From an optimization exercise on the open Yosys and OpenROAD flow, aimed at small area; shortcuts taken in it are not production practice.
Function was checked by simulation only, so behaviour that the tests miss may differ from the original.
The flow treats the clock pin as an ideal source. Dropping or thinning the clock tree relies on that and would not hold on a real chip.
Power is estimated from default activity; no workload was simulated.

// main
module main(
    input CLOCK,
    input rst,
    input [15:0] sw,
    input btnC, btnU, btnD, btnR, btnL,
    output [3:0] an,
    output [6:0] seg,
    output dp,
    output [15:0] led
    );
Size: roughly 480 cells after synthesis, ~51 I/O pins, roughly 4400 µm² of cells after synthesis.
clock: 10.0 ns
lec_check: 0
cap_margin: 20
core_margin: 2
core_utilization: 40
place_density: 0.6
slew_margin: 20
standard.sh (not shown) runs the stock make flow with config.mk's settings and CLKGATE_MAP_FILE= SYNTH_SCRIPT=/design/flow/synth_recipe.tcl, a recipe that flattens the netlist after the stock synthesis.
==> flow/flow/run.sh <==
#!/bin/bash
# Own layout flow: the standard synthesis, then the combinational logic
# between the (unchanged) registers is re-mapped by ABC for area, then the
# standard ORFS layout with port buffers of the smallest buffer and a small
# clock tree. Each tool's output goes to a log_*.txt file in the work folder.
set -euo pipefail
W=$(pwd)
F=$W/flow
R=$W/orfs/results/$FLOW_PLATFORM/main/base
LIB=$FLOW_HOME/platforms/$FLOW_PLATFORM/lib/sky130_fd_sc_hd__tt_025C_1v80.lib

# 1. standard synthesis
bash standard.sh synth > $W/log_synth.txt 2>&1
cp $R/1_2_yosys.v $W/std_synth.v

# 2. re-map the combinational logic
DU=$(make -s -C $FLOW_HOME DESIGN_CONFIG=$W/config.mk print-DONT_USE_CELLS 2>/dev/null | sed 's/^DONT_USE_CELLS: //')
DARGS=""
for c in $DU; do DARGS="$DARGS -dont_use $c"; done
FFS=$(grep -oE "sky130_fd_sc_hd__[a-z]*df[a-z]*_[0-9]+" $W/std_synth.v | sort -u | tr '\n' ' ')
cat > $W/resynth.ys <<EOS
read_liberty -ignore_miss_func $LIB
read_verilog $W/std_synth.v
hierarchy -top $FLOW_TOP
setattr -mod -set keep_hierarchy 1 $FFS
flatten
opt -purge
abc -liberty $LIB $DARGS -script $F/area.abc
opt -purge
splitnets
opt_clean -purge
hilomap -singleton -hicell sky130_fd_sc_hd__conb_1 HI -locell sky130_fd_sc_hd__conb_1 LO
insbuf -buf sky130_fd_sc_hd__buf_1 A X
opt_clean -purge
select $FLOW_TOP
write_verilog -noattr -noexpr -nohex -nodec -selected $W/resynth.v
select -clear
tee -o $W/resynth_stat.txt stat -liberty $LIB
EOS
yosys -l $W/log_resynth.txt -s $W/resynth.ys > /dev/null 2>&1
cp $W/resynth.v $R/1_2_yosys.v
rm -f $R/1_synth.odb $R/1_synth.sdc

# 3. layout
export BUFFER_PORTS_ARGS="-buffer_cell sky130_fd_sc_hd__buf_1"
export CTS_ARGS="-sink_clustering_enable -repair_clock_nets -buf_list sky130_fd_sc_hd__clkbuf_8 -sink_clustering_size 50 -sink_clustering_max_diameter 200 -dont_use_dummy_load"
bash standard.sh finish > $W/log_layout.txt 2>&1
==> flow/flow/area.abc <==
strash
ifraig
scorr
dc2
strash
&get -n
&st
&dch -f
&nf
&put
The first run went through all stages and came out clean.
Change:
==> flow/run.sh (new file) <==
#!/bin/bash
# synth_recipe.tcl (not shown) runs the flow's synth.tcl, then flattens the netlist and writes it again
# the make line also repeats each setting of config.mk as NAME=value (left out here)
make -C /OpenROAD-flow-scripts/flow DESIGN_CONFIG=/design/flow/config.mk WORK_HOME=/design/flow/orfs CLKGATE_MAP_FILE= SYNTH_SCRIPT=/design/flow/synth_recipe.tcl finish
removed: flow/flow/run.sh
removed: flow/flow/area.abc
removed: flow/standard.sh
The changed run completed with no timing, DRC or antenna violations.
Count of clock-buffer cells in the layout is higher by 1.
Combinational power rises by 49%.
Register-to-register slack improved by 0.83 ns.
Sequential share of layout area shrinks by 8.3 points.
Via count climbs by 5.8%.
Worst hold slack barely changes.
Worst setup slack is worse by 0.36 ns.
Change:
- CTS_BUF_LIST: unset -> sky130_fd_sc_hd__clkbuf_8
- CTS_CLUSTER_DIAMETER: unset -> 200
- CTS_CLUSTER_SIZE: unset -> 50
Outcome:
- The new run finished clean
- clock-buffer cell count shrinks by 1
- first-iteration DRC count is higher by 21%
- global-route usage stays flat

* * *

The RTL this note starts from:
==> flow/design.v <==
`timescale 1ns / 1ps
module main(
    input CLOCK,
    input rst,
    input [15:0] sw,
    input btnC, btnU, btnD, btnR, btnL,
    output [3:0] an,
    output [6:0] seg,
    output dp,
    output [15:0] led
    );
    assign dp = 1;
    reg [12:0] v;
    wire [12:0] vn = v + 1'b1;
    wire ft = &v[2:0];    
    wire bt = &v[4:0];    
    wire mt = &v[8:0];    
    wire st = &v[11:0];   
    wire xt = &v[12:0];   
    always @(posedge CLOCK)
        v <= rst ? 13'h1fff : vn;
    reg [4:0] q0, q1;
    always @(posedge CLOCK) begin
        if (rst) q0 <= 5'b0;
        else if (bt) q0 <= {btnL, btnR, btnD, btnU, btnC};
        if (bt) q1 <= q0;
    end
    wire [4:0] pul = q0 & ~q1;
    wire pC = pul[0], pU = pul[1], pD = pul[2], pR = pul[3], pL = pul[4];
    wire E = (sw == 16'h001f);
    reg seen;
    always @(posedge CLOCK)
        seen <= rst ? 1'b0 : (seen | E);
    wire a_done = E | seen;
    reg p;
    reg [1:0] l;
    wire LOA = ~(p & (l == 2'd0));
    reg [3:0] cnt;
    reg quar, rq;
    wire inc = st & (LOA ? quar : a_done);
    wire c15 = (cnt == 4'd15);
    wire dtick = LOA & (p ? ft : xt);
    always @(posedge CLOCK) begin
        if (rst) begin
            p <= 1'b1;
            l <= 2'd0;
        end else if (inc & c15 & ~LOA) begin
            p <= 1'b0;
        end else if (dtick) begin
            p <= p | (l == 2'd3);
            l <= (l == 2'd3) ? 2'd1 : l + 1'b1;
        end
    end
    always @(posedge CLOCK) begin
        if (rst) cnt <= 4'd0;
        else if (inc) cnt <= cnt + 1'b1;
        if (rst) quar <= 1'b0;
        else if (bt) quar <= ~rq & (quar | (LOA & pC));
        if (rst) rq <= 1'b0;
        else if (st) rq <= quar & (c15 | rq);
    end
    reg [1:0] ptr, j;
    reg t;
    always @(posedge CLOCK) begin
        if (rst) ptr <= 2'd0;
        else if (bt) begin
            if (rq) ptr <= 2'd0;
            else if (pR && ptr != 2'd0) ptr <= ptr - 1'b1;
            else if (pL && ptr != 2'd3) ptr <= ptr + 1'b1;
        end
        if (rst) t <= 1'b0;
        else if (mt) t <= ~(t & (ptr == j));
        if (mt) j <= ptr;
    end
    wire m = t & (ptr == j);
    localparam [3:0] C0 = 4'd1;
    localparam [3:0] C1 = 4'd2;
    localparam [3:0] C2 = 4'd3;
    localparam [3:0] C3 = 4'd4;
    localparam [3:0] C4 = 4'd5;
    localparam [3:0] C5 = 4'd6;
    localparam [3:0] C6 = 4'd7;
    localparam [3:0] C7 = 4'd8;
    localparam [3:0] C8 = 4'd9;
    localparam [3:0] C9 = 4'd10;
    localparam [3:0] CB = 4'd11;
    localparam [3:0] CE = 4'd0;
    function [3:0] up(input [3:0] c);
        reg [15:0] oh;
        begin
            oh = 16'd1 << c;
            up[0] = |(oh & 16'h0555);
            up[1] = |(oh & 16'h0666);
            up[2] = |(oh & 16'h0078);
            up[3] = |(oh & 16'h0780);
        end
    endfunction
    function [3:0] dn(input [3:0] c);
        reg [15:0] oh;
        begin
            oh = 16'd1 << c;
            dn[0] = |(oh & 16'h0557);
            dn[1] = |(oh & 16'h099a);
            dn[2] = |(oh & 16'h01e0);
            dn[3] = |(oh & 16'h0e02);
        end
    endfunction
    function [3:0] letter(input [1:0] k);
        case (k)
        2'd0: letter = 4'd12;
        2'd1: letter = 4'd13;
        2'd2: letter = 4'd14;
        2'd3: letter = 4'd15;
        endcase
    endfunction
    reg [15:0] chd, sn;
    reg pdU, pdD, pdRq, pdM;
    reg [1:0] pdPtr;
    always @(posedge CLOCK) begin
        if (rst) begin
            pdU <= 1'b0;
            pdD <= 1'b0;
            pdRq <= 1'b0;
            pdM <= 1'b0;
        end else if (bt) begin
            pdU <= pU;
            pdD <= pD;
            pdRq <= rq;
            pdM <= m;
        end
        if (bt) pdPtr <= ptr;
    end
    wire [3:0] csel = chd[4*pdPtr +: 4];
    wire [3:0] cup = up(csel), cdn = dn(csel);
    wire pud = pdU | pdD;
    wire [3:0] nsel = pdU ? cup : cdn;
    wire [15:0] sq;
    wire [3:0] pd;    
    genvar i;
    generate for (i = 0; i < 4; i = i + 1) begin : dg
        wire [3:0] c = chd[4*i +: 4];
        wire sel = (pdPtr == i);
        wire ce = (c == CE);
        wire hold = pdRq | ce;
        wire [3:0] pc = (i == 0) ? C6 : (i == 1) ? C8 : (i == 2) ? C2 : C9;
        assign sq[4*i +: 4] = hold ? sn[4*i +: 4] : ((sel & pdM) ? CE : c);
        assign pd[i] = hold ? (sn[4*i +: 4] == pc) : (~(sel & pdM) & (c == pc));
        always @(posedge CLOCK) begin
            if (rst | (bt & pdRq)) chd[4*i +: 4] <= CB;
            else if (bt & (ce | (sel & pud))) chd[4*i +: 4] <= (sel & pud) ? nsel : C0;
            if (bt) sn[4*i +: 4] <= sq[4*i +: 4];
        end
    end endgenerate
    wire pass = &pd;
    reg quartz, alldone;
    always @(posedge CLOCK) begin
        if (rst) begin
            quartz <= 1'b0;
            alldone <= 1'b0;
        end else if (bt) begin
            quartz <= quartz | (pass & pC);
            alldone <= alldone | quartz;
        end
    end
    reg [3:0] disp;
    wire [1:0] k = vn[4:3];
    wire [3:0] lk = letter(k);
    always @(posedge CLOCK)
        if (ft) disp <= alldone ? lk : sn[4*k +: 4];
    wire [15:0] dsel = 16'd1 << disp;
    wire [6:0] seg_e;
    assign seg_e[0] = |(dsel & 16'he025);
    assign seg_e[1] = |(dsel & 16'h68c1);
    assign seg_e[2] = |(dsel & 16'he809);
    assign seg_e[3] = |(dsel & 16'h7125);
    assign seg_e[4] = |(dsel & 16'h8d75);
    assign seg_e[5] = |(dsel & 16'h291d);
    assign seg_e[6] = |(dsel & 16'hc107);
    wire [3:0] an_e = ~(4'b0001 << v[4:3]);
    reg [3:0] an_d;
    reg [6:0] seg_d;
    always @(*) begin
        case (l)
        2'd0: begin an_d = 4'b0000; seg_d = 7'b1110110; end
        2'd1: begin an_d = 4'b1011; seg_d = 7'b1000111; end
        2'd2: begin an_d = 4'b1101; seg_d = 7'b1000000; end
        default: begin an_d = 4'b1110; seg_d = 7'b0001000; end
        endcase
    end
    wire showE = alldone | (LOA & (cnt != 4'd0));
    assign an = showE ? an_e : (a_done ? an_d : 4'hf);
    assign seg = showE ? seg_e : (a_done ? seg_d : 7'h7f);
    genvar b;
    generate for (b = 0; b < 16; b = b + 1) begin : lg
        assign led[b] = ~alldone & (cnt != 4'd0) & ({1'b0, cnt} <= 5'd15 - b);
    end endgenerate
endmodule
export LEC_CHECK = 0
export CAP_MARGIN = 20
export CORE_MARGIN = 2
export CORE_UTILIZATION = 70
export GPL_TIMING_DRIVEN = 0
export PLACE_DENSITY = 0.9
export SLEW_MARGIN = 20
create_clock -name core_clock -period 10.0 [get_ports {CLOCK}]
==> flow/flow/run.sh <==
#!/bin/bash
# Own layout flow: the standard synthesis, then the combinational logic
# between the (unchanged) registers is re-mapped by ABC for area, then the
# standard ORFS layout with port buffers of the smallest buffer and a small
# clock tree. Each tool's output goes to a log_*.txt file in the work folder.
set -euo pipefail
W=$(pwd)
F=$W/flow
R=$W/orfs/results/$FLOW_PLATFORM/main/base
LIB=$FLOW_HOME/platforms/$FLOW_PLATFORM/lib/sky130_fd_sc_hd__tt_025C_1v80.lib

# 1. standard synthesis
bash standard.sh synth > $W/log_synth.txt 2>&1
cp $R/1_2_yosys.v $W/std_synth.v

# 2. re-map the combinational logic
DU=$(make -s -C $FLOW_HOME DESIGN_CONFIG=$W/config.mk print-DONT_USE_CELLS 2>/dev/null | sed 's/^DONT_USE_CELLS: //')
DARGS=""
for c in $DU; do DARGS="$DARGS -dont_use $c"; done
FFS=$(grep -oE "sky130_fd_sc_hd__[a-z]*df[a-z]*_[0-9]+" $W/std_synth.v | sort -u | tr '\n' ' ')
cat > $W/resynth.ys <<EOS
read_liberty -ignore_miss_func $LIB
read_verilog $W/std_synth.v
hierarchy -top $FLOW_TOP
setattr -mod -set keep_hierarchy 1 $FFS
flatten
opt -purge
abc -liberty $LIB $DARGS -script $F/area.abc
opt -purge
splitnets
opt_clean -purge
hilomap -singleton -hicell sky130_fd_sc_hd__conb_1 HI -locell sky130_fd_sc_hd__conb_1 LO
insbuf -buf sky130_fd_sc_hd__buf_1 A X
opt_clean -purge
select $FLOW_TOP
write_verilog -noattr -noexpr -nohex -nodec -selected $W/resynth.v
select -clear
tee -o $W/resynth_stat.txt stat -liberty $LIB
EOS
# deepsyn is a randomised search: run it with eight seeds (four at a time),
# keep the smallest
SEEDS="1 2 3 7 4 5 6 8"
n=0
for S in $SEEDS; do
  sed -e "s/@SEED@/$S/" $F/area.abc > $W/area_$S.abc
  sed -e "s#$F/area.abc#$W/area_$S.abc#; s#$W/resynth.v#$W/resynth_$S.v#; s#$W/resynth_stat.txt#$W/resynth_stat_$S.txt#" $W/resynth.ys > $W/resynth_$S.ys
  yosys -l $W/log_resynth_$S.txt -s $W/resynth_$S.ys > /dev/null 2>&1 &
  n=$((n + 1))
  if (( n % 4 == 0 )); then wait; fi
done
wait
best=""; besta=""
for S in $SEEDS; do
  a=$(grep "Chip area for top module" $W/resynth_stat_$S.txt | grep -oE "[0-9.]+$" || true)
  echo "seed $S area $a" >> $W/log_resynth_pick.txt
  if [[ -n "$a" ]] && { [[ -z "$besta" ]] || awk "BEGIN{exit !($a < $besta)}"; }; then best=$S; besta=$a; fi
done
echo "picked seed $best area $besta" >> $W/log_resynth_pick.txt
cp $W/resynth_$best.v $W/resynth.v
cp $W/resynth.v $R/1_2_yosys.v
rm -f $R/1_synth.odb $R/1_synth.sdc

# 3. layout
export BUFFER_PORTS_ARGS="-buffer_cell sky130_fd_sc_hd__buf_1"
bash standard.sh place > $W/log_place.txt 2>&1
# own clock tree in place of ORFS's CTS step
R=$R OUTDIR=$R LIB=$LIB CLKPORT=CLOCK CLK_K=4 CLK_SLEW_TARGET=0.105 \
  CLKBUFS="sky130_fd_sc_hd__buf_8 sky130_fd_sc_hd__buf_12 sky130_fd_sc_hd__buf_16" \
  openroad -no_init -exit $F/cts.tcl > $W/log_cts.txt 2>&1
bash standard.sh finish > $W/log_layout.txt 2>&1
Other scripts of this flow, unchanged in this note and not shown: flow/flow/area.abc, flow/flow/cts.tcl
The baseline finished clean.
Change:
--- a/flow/flow/run.sh
+++ b/flow/flow/run.sh
@@ -39,5 +39,5 @@
 EOS
-# deepsyn is a randomised search: run it with eight seeds (four at a time),
+# deepsyn is a randomised search: run it with sixteen seeds (four at a time),
 # keep the smallest
-SEEDS="1 2 3 7 4 5 6 8"
+SEEDS="1 2 3 7 4 5 6 8 9 10 11 12 13 14 15 16"
 n=0
Outcome: Synthesized cell count stays the same. Utilization does not change. Cell area is unchanged. Worst setup slack does not change. Die area stays the same.
No run of this note takes its clock network from TritonCTS; it comes from the design's own scripts or RTL.

[re-timing with driven ports]
The flow's constraints put no driver on any port. The routed layouts listed below were extracted and timed again, unchanged, in two steps. Step 1: set_driving_cell puts a clkbuf_16 on CLOCK and a buf_2 on each other input, an assumption about the parent block. Step 2, shift: input delay + t, output delay - t, t = (earliest + latest rising clock arrival at the registers) / 2. This alone moves slack from input paths to output paths. a / b / c = ideal / step 1 / step 2; a / b = the first two.
run | t (ns) | setup slack, ns | worst hold slack (ns) | latest minus earliest clock arrival (ns)
the first run of note 1 | 0.375 | 4.286 / 4.266 / 4.266 | 0.426 / 0.426 / 0.426 | 0.016 / 0.016
the second run of note 1 | 0.367 | 3.930 / 3.897 / 3.897 | 0.427 / 0.427 / 0.427 | 0.009 / 0.010
the third run of note 1 | 0.393 | 3.932 / 3.898 / 3.898 | 0.436 / 0.436 / 0.436 | 0.017 / 0.016
the first run of note 2 | 0.200 | 4.006 / 3.984 / 3.984 | 0.467 / 0.467 / 0.467 | 0.015 / 0.015
the second run of note 2 | 0.200 | 4.006 / 3.984 / 3.984 | 0.467 / 0.467 / 0.467 | 0.015 / 0.015
After both steps setup and hold are still met in every run listed. For the third run of note 1, which loses most, drivers alone change the setup slack by -0.034 ns; drivers and shift together by -0.034 ns.
